Context: an optimization exercise on an open-source flow, tuned for small area, a short achievable clock period and few clock cycles. The choices shown serve that exercise and are no tape-out recipe.
Only simulation tests tie the RTL to the original design; equivalence was not proved.

==> run Y: inputs <==
// riscv_cpu
module riscv_cpu (
    input wire clk,
    input wire rst,
    input wire [31:0] module_instr_in,
    input wire [31:0] module_read_data_in,
    output wire [31:0] module_pc_out,
    output wire [31:0] module_wr_data_out,
    output wire module_mem_wr_en,
    output wire module_mem_rd_en,
    output wire [31:0] module_read_addr,
    output wire [31:0] module_write_addr,
    output wire [3:0] module_write_byte_enable,
    output wire [2:0] module_load_type
);
clock: 11.0 ns
lec_check: 0
abc_clock_period_in_ps: 4000
cap_margin: 20
core_margin: 2
core_utilization: 60
slew_margin: 20
tns_end_percent: 5
standard.sh (not shown) runs the stock make flow with config.mk's settings and CLKGATE_MAP_FILE= SYNTH_SCRIPT=/design/flow/synth_recipe.tcl, a recipe that flattens the netlist after the stock synthesis.
==> flow/flow/run.sh <==
#!/bin/bash
set -euo pipefail
bash standard.sh SETUP_SLACK_MARGIN=7.5 finish > standard_flow.log 2>&1
==> run R (differences from run Y) <==
--- a/flow/design.v
+++ b/flow/design.v
@@ -14,71 +14,62 @@
     output wire [2:0] module_load_type
 );
     reg [31:2] pc;
     reg        d_valid;
     reg [31:0] d_ins;
-    reg [31:2] d_alt;     
+    reg [31:2] d_pc;
+    reg [31:2] d_tgt;     
     reg        d_pred;    
     reg [31:0] e_a;       
     reg [31:0] e_b;       
-    reg        e_fsd;     
+    reg        e_fa, e_fb;  
     reg [11:0] e_imm;     
     reg [31:2] e_aux;     
     reg [4:0]  e_rd;
-    reg        e_wen_q;   
-    reg        e_load_q, e_store_q, e_branch_q, e_jalr_q, e_trap_q, e_mret_q, e_csr_q;
-    reg        e_kill;
-    wire e_wen    = e_wen_q & ~e_kill;
-    wire e_load   = e_load_q & ~e_kill;
-    wire e_store  = e_store_q & ~e_kill;
-    wire e_branch = e_branch_q & ~e_kill;
-    wire e_jalr   = e_jalr_q & ~e_kill;
-    wire e_trap   = e_trap_q & ~e_kill;
-    wire e_mret   = e_mret_q & ~e_kill;
-    wire e_csr    = e_csr_q & ~e_kill;
+    reg        e_wen;     
+    reg        e_load, e_store, e_branch, e_jalr, e_trap, e_mret, e_csr;
     reg        e_pred;    
-    reg        e_skip1;   
     reg        e_ebreak;
     reg        e_auxres;  
     reg        e_alt;     
     reg        e_csr_nz;  
     reg [2:0]  e_f3;
     reg        m_load, m_store, m_wen;
     reg [4:0]  m_rd;
-    reg [31:0] m_res;     
+    reg [31:0] m_res;
+    reg [31:0] m_addr;
     reg [31:0] m_wdata;
     reg [3:0]  m_be;
     reg [2:0]  m_lt;
     reg [31:0] mstatus, mie, mtvec, mscratch, mepc, mcause, mtval;
     reg [10:0] mip_r;
     reg [31:0] rf [1:31];
     assign module_mem_rd_en = m_load;
     assign module_mem_wr_en = m_store;
-    assign module_read_addr = m_res;
-    assign module_write_addr = m_res;
+    assign module_read_addr = m_addr;
+    assign module_write_addr = m_addr;
     assign module_load_type = m_lt;
     assign module_wr_data_out = m_wdata;
     assign module_write_byte_enable = m_be;
     wire [31:0] mem_result = m_load ? module_read_data_in : m_res;
     always @(posedge clk) begin
         if (m_wen)
             rf[m_rd] <= mem_result;
     end
-    wire [31:0] a = e_a;
-    wire [31:0] b = e_b;
+    wire [31:0] a = e_fa ? module_read_data_in : e_a;
+    wire [31:0] b = e_fb ? module_read_data_in : e_b;
     wire [31:0] addr = a + {{20{e_imm[11]}}, e_imm};
     wire eq   = (a == b);
     wire lt_s = ($signed(a) < $signed(b));
     wire lt_u = (a < b);
     wire cond = e_f3[2] ? (e_f3[1] ? lt_u : lt_s) : eq;
     wire taken = cond ^ e_f3[0];
-    wire skip_ok = e_skip1 & ~d_pred;
-    wire br_redirect = e_branch & (taken ^ e_pred) & ~skip_ok;
-    wire skip_null = e_branch & taken & skip_ok;
+    wire br_redirect = e_branch & (taken ^ e_pred);
     wire ex_redirect = br_redirect | e_jalr | e_trap | e_mret;
     wire [31:2] ex_target = e_jalr ? addr[31:2] :
-                            e_trap ? mtvec[31:2] : mepc[31:2];
+                            e_trap ? mtvec[31:2] :
+                            e_mret ? mepc[31:2] : e_aux;
     wire [31:0] addsub = e_alt ? (a - b) : (a + b);
     wire [31:0] sll = a << b[4:0];
     wire [32:0] srx_w = $signed({e_alt & a[31], a}) >>> b[4:0];
     wire [31:0] srx = srx_w[31:0];
     reg  [31:0] alu;
@@ -129,12 +120,13 @@
             m_wen <= e_wen;
         end
     end
     always @(posedge clk) begin
         m_rd <= e_rd;
-        m_res <= (e_load_q | e_store_q) ? addr : ex_result;
-        m_wdata <= e_fsd ? module_read_data_in : b;
+        m_res <= ex_result;
+        m_addr <= addr;
+        m_wdata <= b;
         m_be <= ex_be;
         m_lt <= e_f3;
     end
     wire [4:0] op = d_ins[6:2];
     wire [2:0] f3 = d_ins[14:12];
@@ -156,13 +148,12 @@
     wire [31:0] imm_i = {{20{d_ins[31]}}, d_ins[31:20]};
     wire [11:0] imm_s = {d_ins[31:25], d_ins[11:7]};
     wire [31:2] imm_u = {d_ins[31:12], 10'b0};
     wire id_wen = (rd != 5'b0) & (is_op | is_opimm | is_load | is_lui | is_auipc |
                                   is_jal | is_jalr | is_csr);
-    wire uses_rs1 = ~(is_lui | is_auipc | is_jal | (is_csr & f3[2]));
-    wire uses_rs2 = is_op | is_branch;    
-    wire stall = e_load & ((ex1 & uses_rs1) | (ex2 & uses_rs2));
+    wire uses_rs2 = is_op | is_store | is_branch;
+    wire [31:2] d_pc1 = d_pc + 30'd1;
     reg [31:0] rf1, rf2;
     integer k;
     always @(*) begin
         rf1 = 32'b0;
         rf2 = 32'b0;
@@ -177,83 +168,74 @@
     wire mem2 = m_wen & (m_rd == rs2);
     wire [31:0] id_a = (is_csr & f3[2]) ? {27'b0, rs1} :
                        ex1 ? ex_result : mem1 ? mem_result : rf1;
     wire [31:0] id_b = (is_opimm | is_load) ? imm_i :
                        ex2 ? ex_result : mem2 ? mem_result : rf2;
-    wire id_ok = d_valid & ~stall;
-    always @(posedge clk or posedge rst) begin
-        if (rst) begin
-            e_kill <= 1'b0;
-            e_wen_q <= 1'b0;
-            e_load_q <= 1'b0;
-            e_store_q <= 1'b0;
-            e_branch_q <= 1'b0;
-            e_jalr_q <= 1'b0;
-            e_trap_q <= 1'b0;
-            e_mret_q <= 1'b0;
-            e_csr_q <= 1'b0;
+    wire id_go = d_valid & ~ex_redirect;
+    always @(posedge clk or posedge rst) begin
+        if (rst) begin
+            e_wen <= 1'b0;
+            e_load <= 1'b0;
+            e_store <= 1'b0;
+            e_branch <= 1'b0;
+            e_jalr <= 1'b0;
+            e_trap <= 1'b0;
+            e_mret <= 1'b0;
+            e_csr <= 1'b0;
         end else begin
-            e_kill <= ex_redirect | skip_null;
-            e_wen_q <= id_ok & id_wen;
-            e_load_q <= id_ok & is_load;
-            e_store_q <= id_ok & is_store;
-            e_branch_q <= id_ok & is_branch;
-            e_jalr_q <= id_ok & is_jalr;
-            e_trap_q <= id_ok & is_priv & ~d_ins[29];
-            e_mret_q <= id_ok & is_priv & d_ins[29];
-            e_csr_q <= id_ok & is_csr;
+            e_wen <= id_go & id_wen;
+            e_load <= id_go & is_load;
+            e_store <= id_go & is_store;
+            e_branch <= id_go & is_branch;
+            e_jalr <= id_go & is_jalr;
+            e_trap <= id_go & is_priv & ~d_ins[29];
+            e_mret <= id_go & is_priv & d_ins[29];
+            e_csr <= id_go & is_csr;
         end
     end
     always @(posedge clk) begin
         e_a <= id_a;
         e_b <= id_b;
-        e_fsd <= e_load & ex2 & is_store;
+        e_fa <= e_load & ex1 & ~(is_csr & f3[2]);
+        e_fb <= e_load & ex2 & uses_rs2;
         e_imm <= is_store ? imm_s : imm_i[11:0];
         e_rd <= rd;
         e_pred <= d_pred;
-        e_skip1 <= (d_ins[31:25] == 7'b0) & (d_ins[11:7] == 5'b01000);
         e_ebreak <= d_ins[20];
         e_auxres <= is_lui | is_auipc | is_jal | is_jalr;
         e_alt <= d_ins[30] & (is_op | (f3 == 3'b101));
         e_csr_nz <= (rs1 != 5'b0);
         e_f3 <= f3;
-        e_aux <= is_lui ? imm_u : d_alt;
+        e_aux <= is_lui ? imm_u :
+                 is_auipc ? d_tgt :
+                 is_branch ? (d_pred ? d_pc1 : d_tgt) :
+                 is_priv ? d_pc : d_pc1;
     end
     assign module_pc_out = {pc, 2'b00};
     wire [31:0] fi = module_instr_in;
     wire [4:0]  f_op = fi[6:2];
     wire f_jal = (f_op == 5'b11011);
     wire f_br  = (f_op == 5'b11000);
     wire [31:2] f_imm_b = {{20{fi[31]}}, fi[7], fi[30:25], fi[11:9]};
     wire [31:2] f_imm_j = {{12{fi[31]}}, fi[19:12], fi[20], fi[30:22]};
     wire [31:2] f_imm_u = {fi[31:12], 10'b0};
-    wire f_jalr = (f_op == 5'b11001);
-    wire f_sys  = (f_op == 5'b11100);
-    wire [31:2] f_tgt_b = pc + f_imm_b;
-    wire [31:2] f_tgt_j = pc + f_imm_j;
-    wire [31:2] f_tgt_o = pc + (f_jalr ? 30'd1 : f_sys ? 30'd0 : f_imm_u);
-    wire [31:2] f_tgt = f_jal ? f_tgt_j : f_tgt_b;
-    wire [31:2] pc1 = pc + 30'd1;
+    wire [31:2] f_tgt = pc + (f_jal ? f_imm_j : f_br ? f_imm_b : f_imm_u);
     wire f_pred = f_jal | (f_br & fi[31]);
     always @(posedge clk or posedge rst) begin
         if (rst) begin
             pc <= 30'b0;
             d_valid <= 1'b0;
         end else begin
-            pc <= br_redirect ? e_aux :
-                  (e_jalr | e_trap | e_mret) ? ex_target :
-                  stall ? pc : f_pred ? f_tgt : pc1;
-            if (!stall)
-                d_valid <= ~ex_redirect;
-        end
-    end
-    always @(posedge clk) begin
-        if (!stall) begin
-            d_ins <= fi;
-            d_alt <= f_pred ? pc1 : f_br ? f_tgt_b : f_tgt_o;
-            d_pred <= f_pred;
-        end
+            pc <= ex_redirect ? ex_target : f_pred ? f_tgt : pc + 30'd1;
+            d_valid <= ~ex_redirect;
+        end
+    end
+    always @(posedge clk) begin
+        d_ins <= fi;
+        d_pc <= pc;
+        d_tgt <= f_tgt;
+        d_pred <= f_pred;
     end
     always @(posedge clk or posedge rst) begin
         if (rst) begin
             mstatus <= 32'h00001800;
             mie <= 32'b0;
==> flow/run.sh (new file) <==
#!/bin/bash
# synth_recipe.tcl (not shown) runs the flow's synth.tcl, then flattens the netlist and writes it again
# the make line also repeats each setting of config.mk as NAME=value (left out here)
make -C /OpenROAD-flow-scripts/flow DESIGN_CONFIG=/design/flow/config.mk WORK_HOME=/design/flow/orfs CLKGATE_MAP_FILE= SYNTH_SCRIPT=/design/flow/synth_recipe.tcl finish
- CORE_UTILIZATION: 60 -> 40
- SETUP_SLACK_MARGIN: unset -> 5
- TNS_END_PERCENT: 5 -> unset
removed: flow/flow/run.sh
removed: flow/standard.sh
==> run C (differences from run Y) <==
--- a/flow/design.v
+++ b/flow/design.v
@@ -178,10 +178,13 @@
     wire [31:0] id_a = (is_csr & f3[2]) ? {27'b0, rs1} :
                        ex1 ? ex_result : mem1 ? mem_result : rf1;
     wire [31:0] id_b = (is_opimm | is_load) ? imm_i :
                        ex2 ? ex_result : mem2 ? mem_result : rf2;
     wire id_ok = d_valid & ~stall;
+    wire id_jal = d_valid & is_jal;
+    wire [31:2] imm_j = {{12{d_ins[31]}}, d_ins[19:12], d_ins[20], d_ins[30:22]};
+    wire [31:2] id_jtgt = d_alt + imm_j;
     always @(posedge clk or posedge rst) begin
         if (rst) begin
             e_kill <= 1'b0;
             e_wen_q <= 1'b0;
             e_load_q <= 1'b0;
@@ -214,11 +217,12 @@
         e_ebreak <= d_ins[20];
         e_auxres <= is_lui | is_auipc | is_jal | is_jalr;
         e_alt <= d_ins[30] & (is_op | (f3 == 3'b101));
         e_csr_nz <= (rs1 != 5'b0);
         e_f3 <= f3;
-        e_aux <= is_lui ? imm_u : d_alt;
+        e_aux <= is_lui ? imm_u : is_auipc ? {d_alt[31:12] + d_ins[31:12], d_alt[11:2]} :
+                 is_jal ? d_alt + 30'd1 : d_alt;
     end
     assign module_pc_out = {pc, 2'b00};
     wire [31:0] fi = module_instr_in;
     wire [4:0]  f_op = fi[6:2];
     wire f_jal = (f_op == 5'b11011);
@@ -226,33 +230,36 @@
     wire [31:2] f_imm_b = {{20{fi[31]}}, fi[7], fi[30:25], fi[11:9]};
     wire [31:2] f_imm_j = {{12{fi[31]}}, fi[19:12], fi[20], fi[30:22]};
     wire [31:2] f_imm_u = {fi[31:12], 10'b0};
     wire f_jalr = (f_op == 5'b11001);
     wire f_sys  = (f_op == 5'b11100);
-    wire [31:2] f_tgt_b = pc + f_imm_b;
-    wire [31:2] f_tgt_j = pc + f_imm_j;
-    wire [31:2] f_tgt_o = pc + (f_jalr ? 30'd1 : f_sys ? 30'd0 : f_imm_u);
-    wire [31:2] f_tgt = f_jal ? f_tgt_j : f_tgt_b;
+    wire f_auipc = (f_op == 5'b00101);
+    wire [31:12] pc_hi_p = pc[31:12] + 20'd1;
+    wire [31:12] pc_hi_m = pc[31:12] - 20'd1;
+    wire [10:0]  b_lo = {1'b0, pc[11:2]} + {1'b0, f_imm_b[11:2]};
+    wire [31:12] b_hi = fi[31] ? (b_lo[10] ? pc[31:12] : pc_hi_m) :
+                                 (b_lo[10] ? pc_hi_p : pc[31:12]);
+    wire [31:2]  f_tgt_b = {b_hi, b_lo[9:0]};
     wire [31:2] pc1 = pc + 30'd1;
-    wire f_pred = f_jal | (f_br & fi[31]);
+    wire f_pred = f_br & fi[31];        
     always @(posedge clk or posedge rst) begin
         if (rst) begin
             pc <= 30'b0;
             d_valid <= 1'b0;
         end else begin
             pc <= br_redirect ? e_aux :
                   (e_jalr | e_trap | e_mret) ? ex_target :
-                  stall ? pc : f_pred ? f_tgt : pc1;
+                  stall ? pc : id_jal ? id_jtgt : f_pred ? f_tgt_b : pc1;
             if (!stall)
-                d_valid <= ~ex_redirect;
+                d_valid <= ~(ex_redirect | id_jal);
         end
     end
     always @(posedge clk) begin
         if (!stall) begin
             d_ins <= fi;
-            d_alt <= f_pred ? pc1 : f_br ? f_tgt_b : f_tgt_o;
-            d_pred <= f_pred;
+            d_alt <= f_br ? (f_pred ? pc1 : f_tgt_b) : (f_sys | f_auipc | f_jal) ? pc : pc1;
+            d_pred <= f_pred | f_jal;
         end
     end
     always @(posedge clk or posedge rst) begin
         if (rst) begin
             mstatus <= 32'h00001800;
==> flow/flow/run.sh (replaced) <==
#!/bin/bash
# Layout flow: the standard ORFS flow (standard.sh: unchanged synthesis,
# floorplan, placement, CTS and routing, same SDC and clock period) with two
# make variables changed:
#  - BUFFER_PORTS_ARGS: every input and output port still gets its buffer,
#    as a small buf_1 (the resizer upsizes the ones that need it).
# The full output of the flow goes to standard_flow.log; ORFS's per-step logs
# are under orfs/logs.
set -euo pipefail
bash standard.sh SETUP_SLACK_MARGIN=7.5 "BUFFER_PORTS_ARGS=-buffer_cell sky130_fd_sc_hd__buf_1" finish > standard_flow.log 2>&1
- CORE_UTILIZATION: 60 -> 45
- CTS_BUF_LIST: unset -> sky130_fd_sc_hd__clkbuf_8
- CTS_CLUSTER_DIAMETER: unset -> 60
- CTS_CLUSTER_SIZE: unset -> 12
- TNS_END_PERCENT: 5 -> 1
==> flow_summary.yaml <==
global_routing:
  met2_usage: 0.7525
placed_design:
  place_congestion: 1.051
timing:
  fmax_ghz: 0.2170
logic_synthesis:
  synth-simple-area-share: 0.1149
worst_setup_path:
  r2r_slack_ns: 6.39
run_status:
  status: "no timing/DRC/antenna violations"
final_layout:
  final.fill_count: 9388
The numbers above come from run Y.

==> flow_summary.yaml <==
global_routing:
  met2_usage: 0.6249
  antenna_found_initial: 26
logic_synthesis:
  yosys.area_share.adder: 0.03013
routing:
  met3WireLength_mm: 63.69
final_layout:
  clock_area_frac: 0.03401
  final.fill_count: 15710
placed_design:
  place_congestion: 1.049
timing:
  fmax_ghz: 0.2407
run_status:
  status: "no timing/DRC/antenna violations"
The numbers above come from run C.

==> flow_summary.yaml <==
run_status:
  status: "no timing/DRC/antenna violations"
placed_design:
  place_congestion: 0.9997
final_layout:
  utilization: 0.4654
  final.fill_count: 17590
global_routing:
  met2_usage: 0.5406
timing:
  fmax_ghz: 0.1657
logic_synthesis:
  synth-simple-area-share: 0.09982
worst_setup_path:
  r2r_slack_ns: 5.58
The numbers above come from run R.

Testbench counts of run Y, summed over its fixed seeds: cycles 54,020.
Testbench counts of run R, summed over its fixed seeds: cycles 51,898.
Testbench counts of run C, summed over its fixed seeds: cycles 54,124.

## separate check: timing with driven ports
How much do the figures lean on ideal ports? The routed layouts below were timed once more, with nothing changed but the port constraints.
Step 1 (the two cells are an assumption about what drives the block):
set clk [get_ports {clk}]
set_driving_cell -lib_cell sky130_fd_sc_hd__clkbuf_16 $clk
set_driving_cell -lib_cell sky130_fd_sc_hd__buf_2 [delete_from_list [all_inputs] $clk]
Step 2, shift: input delay + t, output delay - t, t = (earliest + latest rising clock arrival at the registers) / 2. This alone moves slack from input paths to output paths.
a / b / c = ideal / step 1 / step 2; a / b = the first two.
run	shift t [ns]	setup WS [ns]	hold WS [ns]	worst register clock-pin slew, ns	worst data-port slew with drivers (ns)
run Y	0.926	6.391 / 6.391 / 5.601	0.388 / 0.388 / 0.388	0.07 / 0.07	0.06
run R	0.919	4.964 / 5.023 / 4.104	0.354 / 0.354 / 0.354	0.07 / 0.07	0.04
run C	1.044	6.846 / 6.846 / 6.085	0.401 / 0.401 / 0.401	0.10 / 0.10	0.04
After both steps every run listed still meets setup and hold. For run R, which loses most, drivers alone change the setup slack by +0.059 ns; drivers and shift together by -0.860 ns.
